Background: an optimization exercise with open tools, aiming at small area. Do not read the settings as production practice.
Function was checked by simulation only, so behaviour that the tests miss may differ from the original.
The flow treats the clock pin as an ideal source, which a real chip does not have.

==> 12-07: inputs <==
==> flow/design.v <==
module battleship (
  input            clk,
  input            rst,
  input            start,
  input      [1:0] X,
  input      [1:0] Y,
  input            pAb,
  input            pBb,
  output reg [7:0] disp0,
  output reg [7:0] disp1,
  output reg [7:0] disp2,
  output reg [7:0] disp3,
  output reg [7:0] led
);
function [7:0] seg;
  input [2:0] v;
  case (v)
    3'd0: seg = 8'b00111111;
    3'd1: seg = 8'b00000110;
    3'd2: seg = 8'b01011011;
    3'd3: seg = 8'b01001111;
    3'd4: seg = 8'b01100110;
    default: seg = 8'b11111111;
  endcase
endfunction
reg [4:0]  state;
reg [4:0]  next_state;
reg [15:0] mapA;
reg [15:0] mapB;
reg [2:0]  cs_A;
reg [2:0]  cs_B;
reg [6:0]  timer;
reg [3:0]  index;
reg        A_won;      
reg        B_won;
reg        z;
wire       p = state[4];
wire [3:0] k = state[3:0];
wire is_IDLE = (~k[0] & ~k[1] & ~k[2] & ~k[3]);
wire is_SHOW1 = (~k[0] & k[1] & ~k[2] & ~k[3]);
wire is_IN1 = (~k[1] & ~k[2] & k[3]);
wire is_ERR1 = (~k[0] & k[1] & k[2] & k[3]);
wire is_SHOW2 = (k[0] & ~k[1] & ~k[2]);
wire is_IN2 = (~k[0] & ~k[1] & k[2] & k[3]);
wire is_ERR2 = (k[0] & k[1] & k[3]);
wire is_SCORE = (~k[0] & k[1] & k[2] & ~k[3]);
wire is_SHOOT = (k[0] & ~k[1] & k[3]);
wire is_SINK = (k[0] & k[1] & k[2] & ~k[3]);
wire is_WIN = (k[0] & ~k[1] & k[2] & ~k[3]);
wire is_ROUND = (k[1] & ~k[2] & k[3]);
wire is_GO = (~k[0] & ~k[1] & k[2] & ~k[3]);
wire is_GO1 = (k[0] & k[1] & ~k[2]);
wire g_show  = (k[0] & ~k[1] & ~k[2]) | (~k[0] & k[1] & ~k[2] & ~k[3]);
wire g_in    = (~k[0] & ~k[1] & k[3]);
wire g_err   = (k[1] & k[2] & k[3]);
wire g_act   = (~k[1] & k[3]);
wire g_sc    = (k[0] & k[2] & ~k[3]);
wire g_d140  = (k[2] & ~k[3]) | (k[1] & ~k[2] & k[3]) | (k[0] & k[1] & ~k[2]);
wire g_let   = (k[1] & ~k[2]) | (~k[1] & k[2] & ~k[3]) | (k[0] & ~k[2]);
wire g_l99   = (~k[0] & ~k[2] & ~k[3]) | (k[1] & k[2] & k[3]) | (~k[1] & ~k[2] & ~k[3]);
wire g_lAA   = (k[1] & ~k[2] & k[3]) | (~k[1] & k[2] & ~k[3]) | (~k[0] & k[2] & ~k[3]);
wire g_go    = (k[0] & k[1] & ~k[2]) | (~k[0] & ~k[1] & k[2] & ~k[3]);
wire sel30   = (~k[1] & ~k[2]) | (~k[0] & ~k[2] & ~k[3]) | (k[2] & k[3]);
wire sel100  = k[3];
wire t30  = timer[0] & timer[3] & timer[4] & timer[5];
wire t50  = timer[0] & ~timer[1] & timer[2] & ~timer[3];
wire t100 = ~timer[0] & ~timer[1] & ~timer[2] & ~timer[3] & timer[6];
wire done = sel30 ? t30 : sel100 ? t100 : t50;
wire btn  = p ? pBb : pAb;
wire tgtB = p ^ is_SHOOT;                  
wire hit  = tgtB ? mapB[index] : mapA[index];
wire cnt3 = p ? (cs_B[1:0] == 2'd3) : (cs_A[1:0] == 2'd3);
wire act  = g_act & btn;
wire won  = p ? B_won : A_won;
wire sc2  = p ? cs_B[2] : cs_A[2];
wire clr_all = is_IDLE | (is_ROUND & t100);
wire fire = is_IDLE ? start : g_act ? (btn & (is_SHOOT | hit | cnt3 | p)) : done;
wire [4:0] tgt;
assign tgt[0] = (k[1] & k[2] & ~k[3]) | (k[0] & ~k[1] & k[3]) | (~k[0] & k[2] & ~k[3]) | (~k[0] & ~k[1] & k[2] & hit) | (~k[1] & ~k[2] & k[3] & ~hit & cnt3);
assign tgt[1] = (k[1] & ~k[2] & k[3]) | (~k[0] & ~k[1] & ~k[3]) | (k[0] & ~k[1] & k[3]) | (~k[0] & ~k[1] & hit) | (~k[1] & k[2] & ~k[3] & ~won) | (~k[0] & ~k[1] & k[2] & cnt3);
assign tgt[2] = (k[0] & ~k[2]) | (k[1] & k[2] & ~k[3]) | (~k[1] & k[2] & k[3]) | (~k[1] & k[3] & hit) | (k[0] & won) | (k[0] & k[1]);
assign tgt[3] = (~k[0] & k[1] & ~k[3]) | (k[0] & ~k[1] & ~k[3] & ~won) | (k[0] & ~k[1] & ~k[2]) | (k[1] & k[2] & ~sc2) | (k[1] & k[2] & k[3]) | (~k[0] & ~k[1] & k[3] & hit) | (~k[0] & ~k[1] & k[3] & ~cnt3);
wire flip = (k[0] & k[1] & k[2] & ~k[3] & ~sc2) | (~k[0] & ~k[1] & k[3] & ~hit & cnt3);
assign tgt[4] = p ^ flip;
always @(posedge clk or posedge rst) begin
  if (rst) begin
    state <= 5'd0;
    next_state <= 5'd0;
  end else begin
    state <= next_state;
    if (fire) next_state <= tgt;
  end
end
wire [3:0] row = clr_all ? 4'b1111 : (4'b0001 << index[3:2]);
wire [3:0] col = clr_all ? 4'b1111 : (4'b0001 << index[1:0]);
wire wA = clr_all | (act & ~tgtB);
wire wB = clr_all | (act &  tgtB);
wire vset = g_in & ~clr_all;               
integer i;
always @(posedge clk) begin
  index <= {Y, X};
  if (is_IDLE | g_act | done) timer <= 7'd0;
  else timer <= {timer[5:0], ~(timer[3] ^ timer[6])};
  if (is_IDLE) A_won <= 1'b0;
  else if (is_WIN & t50 & ~p) A_won <= 1'b1;
  if (is_IDLE) B_won <= 1'b0;
  else if (is_WIN & t50 & p) B_won <= 1'b1;
  if (is_SHOOT & btn) z <= hit;
  if (clr_all | (is_SCORE & t50)) cs_A <= 3'd0;
  else if (btn & ~p & ((is_SHOOT & hit) | (g_in & ~hit & ~cnt3))) cs_A <= cs_A + 3'd1;
  if (clr_all | (is_SCORE & t50)) cs_B <= 3'd0;
  else if (btn & p & ((is_SHOOT & hit) | (g_in & ~hit))) cs_B <= cs_B + 3'd1;
  for (i = 0; i < 16; i = i + 1) begin
    if (wA & row[i/4] & col[i%4]) mapA[i] <= vset;
    if (wB & row[i/4] & col[i%4]) mapB[i] <= vset;
  end
end
wire [1:0] A_game = (g_go & ~p) ? 2'd2 : {1'b0, A_won};
wire [1:0] B_game = (g_go &  p) ? 2'd2 : {1'b0, B_won};
always @(*) begin
  disp0 = 8'b00000000;
  disp1 = 8'b00000000;
  disp2 = 8'b00000000;
  disp3 = 8'b00000000;
  led   = 8'b00000000;
  if (g_act) begin
    disp1 = seg({1'b0, X});
    disp0 = seg({1'b0, Y});
  end
  if (g_d140) begin
    disp1 = 8'b01000000;
    disp2 = seg(g_sc ? cs_A : {1'b0, A_game});
    disp0 = seg(g_sc ? cs_B : {1'b0, B_game});
  end
  if (is_IDLE) begin
    disp3 = 8'b00000110;
    disp2 = 8'b01011110;
    disp1 = 8'b00111000;
    disp0 = 8'b01111001;
  end
  if (g_err) begin
    disp3 = 8'b01111001;
    disp2 = 8'b01010000;
    disp1 = 8'b01010000;
    disp0 = 8'b01011100;
  end
  if (g_let) disp3 = p ? 8'b01111100 : 8'b01110111;
  if (g_l99) led = 8'b10011001;
  if (g_lAA) led = 8'b10101010;
  if (is_GO1) led = 8'b01010101;
  if (g_in) led = p ? {4'b0000, cs_B[1:0], 2'b01} : {2'b10, cs_A[1:0], 4'b0000};
  if (is_SHOOT) led = p ? {2'b00, cs_A[1:0], cs_B[1:0], 2'b01}
                        : {1'b1, cs_A, cs_B[1:0], 2'b00};
  if (is_SINK) led = {8{z}};
end
endmodule
==> flow/flow/run.sh <==
#!/bin/bash
# Layout flow: the standard synthesis; then the combinational logic between
# the registers is mapped again by ABC for area (registers, their names and
# cell types untouched); then the standard layout, with the smallest buffer
# on the ports and, in place of TritonCTS, a clock tree of one buffer level
# (flow/clock.tcl). Each tool's output goes to a log file here.
set -euo pipefail
W=$PWD
PLAT=${FLOW_PLATFORM:-sky130hd}
RES=$W/orfs/results/$PLAT/battleship/base
PDIR=$FLOW_HOME/platforms/$PLAT
LIB=$PDIR/lib/sky130_fd_sc_hd__tt_025C_1v80.lib
NCLK=${NCLK:-4}
CLKBUF=${CLKBUF:-sky130_fd_sc_hd__clkbuf_8}
PORTBUF="BUFFER_PORTS_ARGS=-buffer_cell sky130_fd_sc_hd__buf_1"

# 1. standard synthesis
bash standard.sh synth > $W/run_synth.log 2>&1
cp $RES/1_2_yosys.v $W/synth_standard.v

# 2. remap the combinational logic
cat > $W/reopt.ys <<EOY
read_liberty -ignore_miss_func $LIB
read_verilog -defer $W/synth_standard.v
hierarchy -top $FLOW_TOP
setattr -mod -set keep_hierarchy 1 sky130_fd_sc_hd__df* sky130_fd_sc_hd__edf* sky130_fd_sc_hd__sdf*
flatten
delete t:\$scopeinfo
opt_clean
abc -liberty $LIB -dont_use *probe* -dont_use *lpflow* -dont_use *clkdly* -dont_use *dlygate* -dont_use *clkbuf* -dont_use *bufinv* -script $W/flow/reopt.abc
opt_clean -purge
setundef -zero
splitnets
hilomap -singleton -hicell sky130_fd_sc_hd__conb_1 HI -locell sky130_fd_sc_hd__conb_1 LO
insbuf -buf sky130_fd_sc_hd__buf_1 A X
opt_clean -purge
blackbox sky130_fd_sc_hd__*
tee -o $W/reopt_stat.txt stat -liberty $LIB
write_verilog -noattr -nohex -nodec $W/synth_reopt.v
EOY
yosys -s $W/reopt.ys > $W/run_reopt.log 2>&1
cp $W/synth_reopt.v $RES/1_2_yosys.v
rm -f $RES/1_synth.odb $RES/1_synth.sdc

# 3. floorplan and placement
bash standard.sh "$PORTBUF" place > $W/run_place.log 2>&1

# 4. clock buffers
RES=$RES LIB=$LIB PLATFORM_DIR=$PDIR CLKBUF=$CLKBUF NCLK=$NCLK CLKNET=clk \
  openroad -no_init -exit $W/flow/clock.tcl > $W/run_clock.log 2>&1
test -f $RES/4_1_cts.odb

# 5. routing and the rest of the standard layout
bash standard.sh "$PORTBUF" finish > $W/run_layout.log 2>&1
test -f $W/out/final.def
==> flow/flow/clock.tcl <==
# Clock buffering in place of TritonCTS: the registers are split into NCLK
# groups by location (k-means), and the clock port drives one buffer per
# group, placed at the group's centre, which drives the group's registers.
# Reads 3_place.odb, writes 4_1_cts.odb and 4_cts.sdc like ORFS's cts step.
set res $::env(RES)
set k $::env(NCLK)
read_liberty $::env(LIB)
read_db $res/3_place.odb
read_sdc $res/3_place.sdc
source $::env(PLATFORM_DIR)/setRC.tcl

set block [ord::get_db_block]
set dbu [$block getDbUnitsPerMicron]
set pts {}
foreach inst [$block getInsts] {
  if {[[$inst getMaster] isSequential]} {
    set b [$inst getBBox]
    set cp ""
    foreach it [$inst getITerms] {
      set net [$it getNet]
      if {$net != "NULL" && [$net getName] eq $::env(CLKNET)} { set cp "[$inst getName]/[[$it getMTerm] getName]" }
    }
    if {$cp eq ""} { error "no clock pin on [$inst getName]" }
    lappend pts [list [expr {([$b xMin] + [$b xMax]) / 2.0 / $dbu}] [expr {([$b yMin] + [$b yMax]) / 2.0 / $dbu}] $cp]
  }
}
set n [llength $pts]
puts "registers: $n, groups: $k"
# k-means, started from points spread along the sorted x order
set sorted [lsort -real -index 0 $pts]
set cs {}
for {set i 0} {$i < $k} {incr i} {
  set p [lindex $sorted [expr {int(($i + 0.5) * $n / $k)}]]
  lappend cs [list [lindex $p 0] [lindex $p 1]]
}
for {set iter 0} {$iter < 50} {incr iter} {
  set groups {}
  for {set i 0} {$i < $k} {incr i} { lappend groups {} }
  foreach p $pts {
    set best 0; set bd 1e18
    for {set i 0} {$i < $k} {incr i} {
      set c [lindex $cs $i]
      set d [expr {pow([lindex $p 0] - [lindex $c 0], 2) + pow([lindex $p 1] - [lindex $c 1], 2)}]
      if {$d < $bd} { set bd $d; set best $i }
    }
    lset groups $best [concat [lindex $groups $best] [list $p]]
  }
  set ncs {}
  for {set i 0} {$i < $k} {incr i} {
    set g [lindex $groups $i]
    if {[llength $g] == 0} { lappend ncs [lindex $cs $i]; continue }
    set sx 0; set sy 0
    foreach p $g { set sx [expr {$sx + [lindex $p 0]}]; set sy [expr {$sy + [lindex $p 1]}] }
    lappend ncs [list [expr {$sx / [llength $g]}] [expr {$sy / [llength $g]}]]
  }
  set cs $ncs
}
for {set i 0} {$i < $k} {incr i} {
  set g [lindex $groups $i]
  if {[llength $g] == 0} { continue }
  set pins {}
  foreach p $g { lappend pins [get_pins [lindex $p 2]] }
  set c [lindex $cs $i]
  puts "group $i: [llength $g] registers, buffer at $c"
  insert_buffer -buffer_cell $::env(CLKBUF) -net $::env(CLKNET) -load_pins $pins \
    -buffer_name clkbuf_$i -net_name clknet_$i -location $c
}
set nb 0
foreach inst [$block getInsts] {
  if {[string match clkbuf_* [$inst getName]]} {
    incr nb
    foreach it [$inst getITerms] {
      set net [$it getNet]
      if {$net != "NULL" && ![$net isSpecial]} { $net setSigType CLOCK }
    }
  }
}
if {$nb == 0} { error "no clock buffer inserted" }
detailed_placement
check_placement -verbose
write_db $res/4_1_cts.odb
write_sdc -no_timestamp $res/4_cts.sdc
==> flow/flow/reopt.abc <==
strash
dc2
balance
rewrite
refactor
balance
rewrite
rewrite -z
balance
refactor -z
rewrite -z
balance
dc2
balance
rewrite
refactor
balance
rewrite
rewrite -z
balance
refactor -z
rewrite -z
balance
&get -n
&dch -f
&nf -R 1000
&put
topo
==> flow/standard.sh <==
#!/bin/bash
# synth_recipe.tcl (not shown) runs the flow's synth.tcl, then flattens the netlist and writes it again
# the make line also repeats each setting of config.mk as NAME=value (left out here)
make -C /OpenROAD-flow-scripts/flow DESIGN_CONFIG=/design/flow/config.mk WORK_HOME=/design/flow/orfs CLKGATE_MAP_FILE= SYNTH_SCRIPT=/design/flow/synth_recipe.tcl "${@:-finish}"
==> flow/config.mk <==
export PLATFORM = sky130hd
export DESIGN_NAME = battleship
export DESIGN_NICKNAME = battleship
export VERILOG_FILES = /design/flow/design.v
export SDC_FILE = /design/flow/constraint.sdc
export NUM_CORES = 4
export LEC_CHECK = 0
export ABC_AREA = 1
export CAP_MARGIN = 20
export CORE_MARGIN = 2
export CORE_UTILIZATION = 70
export SLEW_MARGIN = 20
==> flow/constraint.sdc <==
create_clock -name core_clock -period 10.0 [get_ports {clk}]
set_input_delay 2.0000 -clock core_clock [delete_from_list [all_inputs] [get_ports {clk}]]
set_output_delay 2.0000 -clock core_clock [all_outputs]
set_load 0.01 [all_outputs]
==> 12-10 (differences from 12-07) <==
--- a/flow/flow/run.sh
+++ b/flow/flow/run.sh
@@ -1,8 +1,9 @@
 #!/bin/bash
 # Layout flow: the standard synthesis; then the combinational logic between
-# the registers is mapped again by ABC for area (registers, their names and
-# cell types untouched); then the standard layout, with the smallest buffer
-# on the ports and, in place of TritonCTS, a clock tree of one buffer level
-# (flow/clock.tcl). Each tool's output goes to a log file here.
+# the registers is mapped again by ABC for area with a few scripts
+# (flow/reopt*.abc; registers, their names and cell types untouched) and the
+# smallest result is kept; then the standard layout, with the smallest
+# buffer on the ports and, in place of TritonCTS, a clock tree of one buffer
+# level (flow/clock.tcl). Each tool's output goes to a log file here.
 set -euo pipefail
 W=$PWD
@@ -19,6 +20,8 @@
 cp $RES/1_2_yosys.v $W/synth_standard.v
 
-# 2. remap the combinational logic
-cat > $W/reopt.ys <<EOY
+# 2. remap the combinational logic, one run per script, in parallel
+for s in $W/flow/reopt*.abc; do
+  n=$(basename $s .abc)
+  cat > $W/$n.ys <<EOY
 read_liberty -ignore_miss_func $LIB
 read_verilog -defer $W/synth_standard.v
@@ -28,5 +31,5 @@
 delete t:\$scopeinfo
 opt_clean
-abc -liberty $LIB -dont_use *probe* -dont_use *lpflow* -dont_use *clkdly* -dont_use *dlygate* -dont_use *clkbuf* -dont_use *bufinv* -script $W/flow/reopt.abc
+abc -liberty $LIB -dont_use *probe* -dont_use *lpflow* -dont_use *clkdly* -dont_use *dlygate* -dont_use *clkbuf* -dont_use *bufinv* -script $s
 opt_clean -purge
 setundef -zero
@@ -36,9 +39,20 @@
 opt_clean -purge
 blackbox sky130_fd_sc_hd__*
-tee -o $W/reopt_stat.txt stat -liberty $LIB
-write_verilog -noattr -nohex -nodec $W/synth_reopt.v
+tee -o $W/${n}_stat.txt stat -liberty $LIB
+write_verilog -noattr -nohex -nodec $W/synth_$n.v
 EOY
-yosys -s $W/reopt.ys > $W/run_reopt.log 2>&1
-cp $W/synth_reopt.v $RES/1_2_yosys.v
+  (timeout 600 yosys -s $W/$n.ys > $W/run_$n.log 2>&1 || true) &
+done
+wait
+best=""; barea=""
+for s in $W/flow/reopt*.abc; do
+  n=$(basename $s .abc)
+  a=$(grep -o "Chip area for module '\\\\$FLOW_TOP': [0-9.]*" $W/${n}_stat.txt 2>/dev/null | awk '{print $NF}' || true)
+  echo "$n: ${a:-failed}" >> $W/reopt_choice.log
+  if [[ -n "$a" && -s $W/synth_$n.v ]] && { [[ -z "$barea" ]] || awk "BEGIN{exit !($a < $barea)}"; }; then best=$n; barea=$a; fi
+done
+echo "kept $best ($barea)" >> $W/reopt_choice.log
+test -n "$best"
+cp $W/synth_$best.v $RES/1_2_yosys.v
 rm -f $RES/1_synth.odb $RES/1_synth.sdc
 
--- a/flow/flow/clock.tcl
+++ b/flow/flow/clock.tcl
@@ -1,4 +1,4 @@
 # Clock buffering in place of TritonCTS: the registers are split into NCLK
-# groups by location (k-means), and the clock port drives one buffer per
+# groups of equal size by location (balanced k-means), and the clock port drives one buffer per
 # group, placed at the group's centre, which drives the group's registers.
 # Reads 3_place.odb, writes 4_1_cts.odb and 4_cts.sdc like ORFS's cts step.
@@ -34,15 +34,26 @@
   lappend cs [list [lindex $p 0] [lindex $p 1]]
 }
-for {set iter 0} {$iter < 50} {incr iter} {
-  set groups {}
-  for {set i 0} {$i < $k} {incr i} { lappend groups {} }
-  foreach p $pts {
-    set best 0; set bd 1e18
+# balanced k-means: each group takes at most ceil(n/k) registers, assigned
+# greedily by distance to the group centres
+set cap [expr {int(ceil(double($n) / $k))}]
+for {set iter 0} {$iter < 30} {incr iter} {
+  set pairs {}
+  for {set j 0} {$j < $n} {incr j} {
+    set p [lindex $pts $j]
     for {set i 0} {$i < $k} {incr i} {
       set c [lindex $cs $i]
-      set d [expr {pow([lindex $p 0] - [lindex $c 0], 2) + pow([lindex $p 1] - [lindex $c 1], 2)}]
-      if {$d < $bd} { set bd $d; set best $i }
+      lappend pairs [list [expr {pow([lindex $p 0] - [lindex $c 0], 2) + pow([lindex $p 1] - [lindex $c 1], 2)}] $j $i]
     }
-    lset groups $best [concat [lindex $groups $best] [list $p]]
+  }
+  set pairs [lsort -real -index 0 $pairs]
+  set groups {}; set size {}
+  for {set i 0} {$i < $k} {incr i} { lappend groups {}; lappend size 0 }
+  array unset done; array set done {}
+  foreach pr $pairs {
+    set j [lindex $pr 1]; set i [lindex $pr 2]
+    if {[info exists done($j)] || [lindex $size $i] >= $cap} { continue }
+    set done($j) 1
+    lset size $i [expr {[lindex $size $i] + 1}]
+    lset groups $i [concat [lindex $groups $i] [list [lindex $pts $j]]]
   }
   set ncs {}
==> flow/flow/reopt0.abc (new file) <==
strash
dc2
balance
rewrite
refactor
balance
rewrite
rewrite -z
balance
refactor -z
rewrite -z
balance
dc2
balance
rewrite
refactor
balance
rewrite
rewrite -z
balance
refactor -z
rewrite -z
balance
dc2
balance
rewrite
refactor
balance
rewrite
rewrite -z
balance
refactor -z
rewrite -z
balance
&get -n
&dch -f
&nf -R 1000
&put
topo
==> flow/flow/reopt1.abc (new file) <==
strash
dc2
balance
rewrite
refactor
balance
rewrite
rewrite -z
balance
refactor -z
rewrite -z
balance
dc2
balance
rewrite
refactor
balance
rewrite
rewrite -z
balance
refactor -z
rewrite -z
balance
&get -n
&dch -f
&nf -R 1000
&put
topo
==> flow/flow/reopt2.abc (new file) <==
strash
dc2
balance
rewrite
refactor
balance
rewrite
rewrite -z
balance
refactor -z
rewrite -z
balance
&get -n
&dch -f
&nf -R 1000
&put
topo
CORE_UTILIZATION = 78   (was 70)
removed: flow/flow/reopt.abc
==> run notes <==
- In final area, 12-10 and 12-07 hardly differ.
- Against 12-10, the fmax of 12-07 is higher by 1.8%.
- Against 12-07, the area after synthesis of 12-10 is smaller by 0.21%.
- Global-route usage: 12-10 is higher than 12-07 (9.8 points).
- In 12-07 the worst setup slack is higher than in 12-10, by 0.087 ns.
- Between 12-07 and 12-10, the lower via count is in 12-07 (gap 7.2%, measured against 12-10).
- In count of clock-buffer cells in the layout, 12-07 and 12-10 do not differ.

[re-timing with driven ports]
Ports are ideal in the flow. The routed layouts listed here were re-timed in OpenROAD.
Step 1 (the two cells are an assumption about what drives the block):
set clk [get_ports {clk}]
set_driving_cell -lib_cell sky130_fd_sc_hd__clkbuf_16 $clk
set_driving_cell -lib_cell sky130_fd_sc_hd__buf_2 [delete_from_list [all_inputs] $clk]
Step 2 adds t to the input delays and takes it off the output delays; t is the mean of the earliest and latest rising clock arrival at the registers after step 1. Input paths then give back, and output paths get back, about the clock's delay inside the block.
Three values: ideal ports, drivers, drivers and shift; two values: the first two.
run | t (ns) | setup slack, ns | hold slack, ns
12-07 | 0.210 | 5.114 / 5.055 / 5.177 | 0.380 / 0.380 / 0.380
12-10 | 0.214 | 5.027 / 4.965 / 5.179 | 0.378 / 0.378 / 0.378
After both steps every run listed still meets setup and hold.
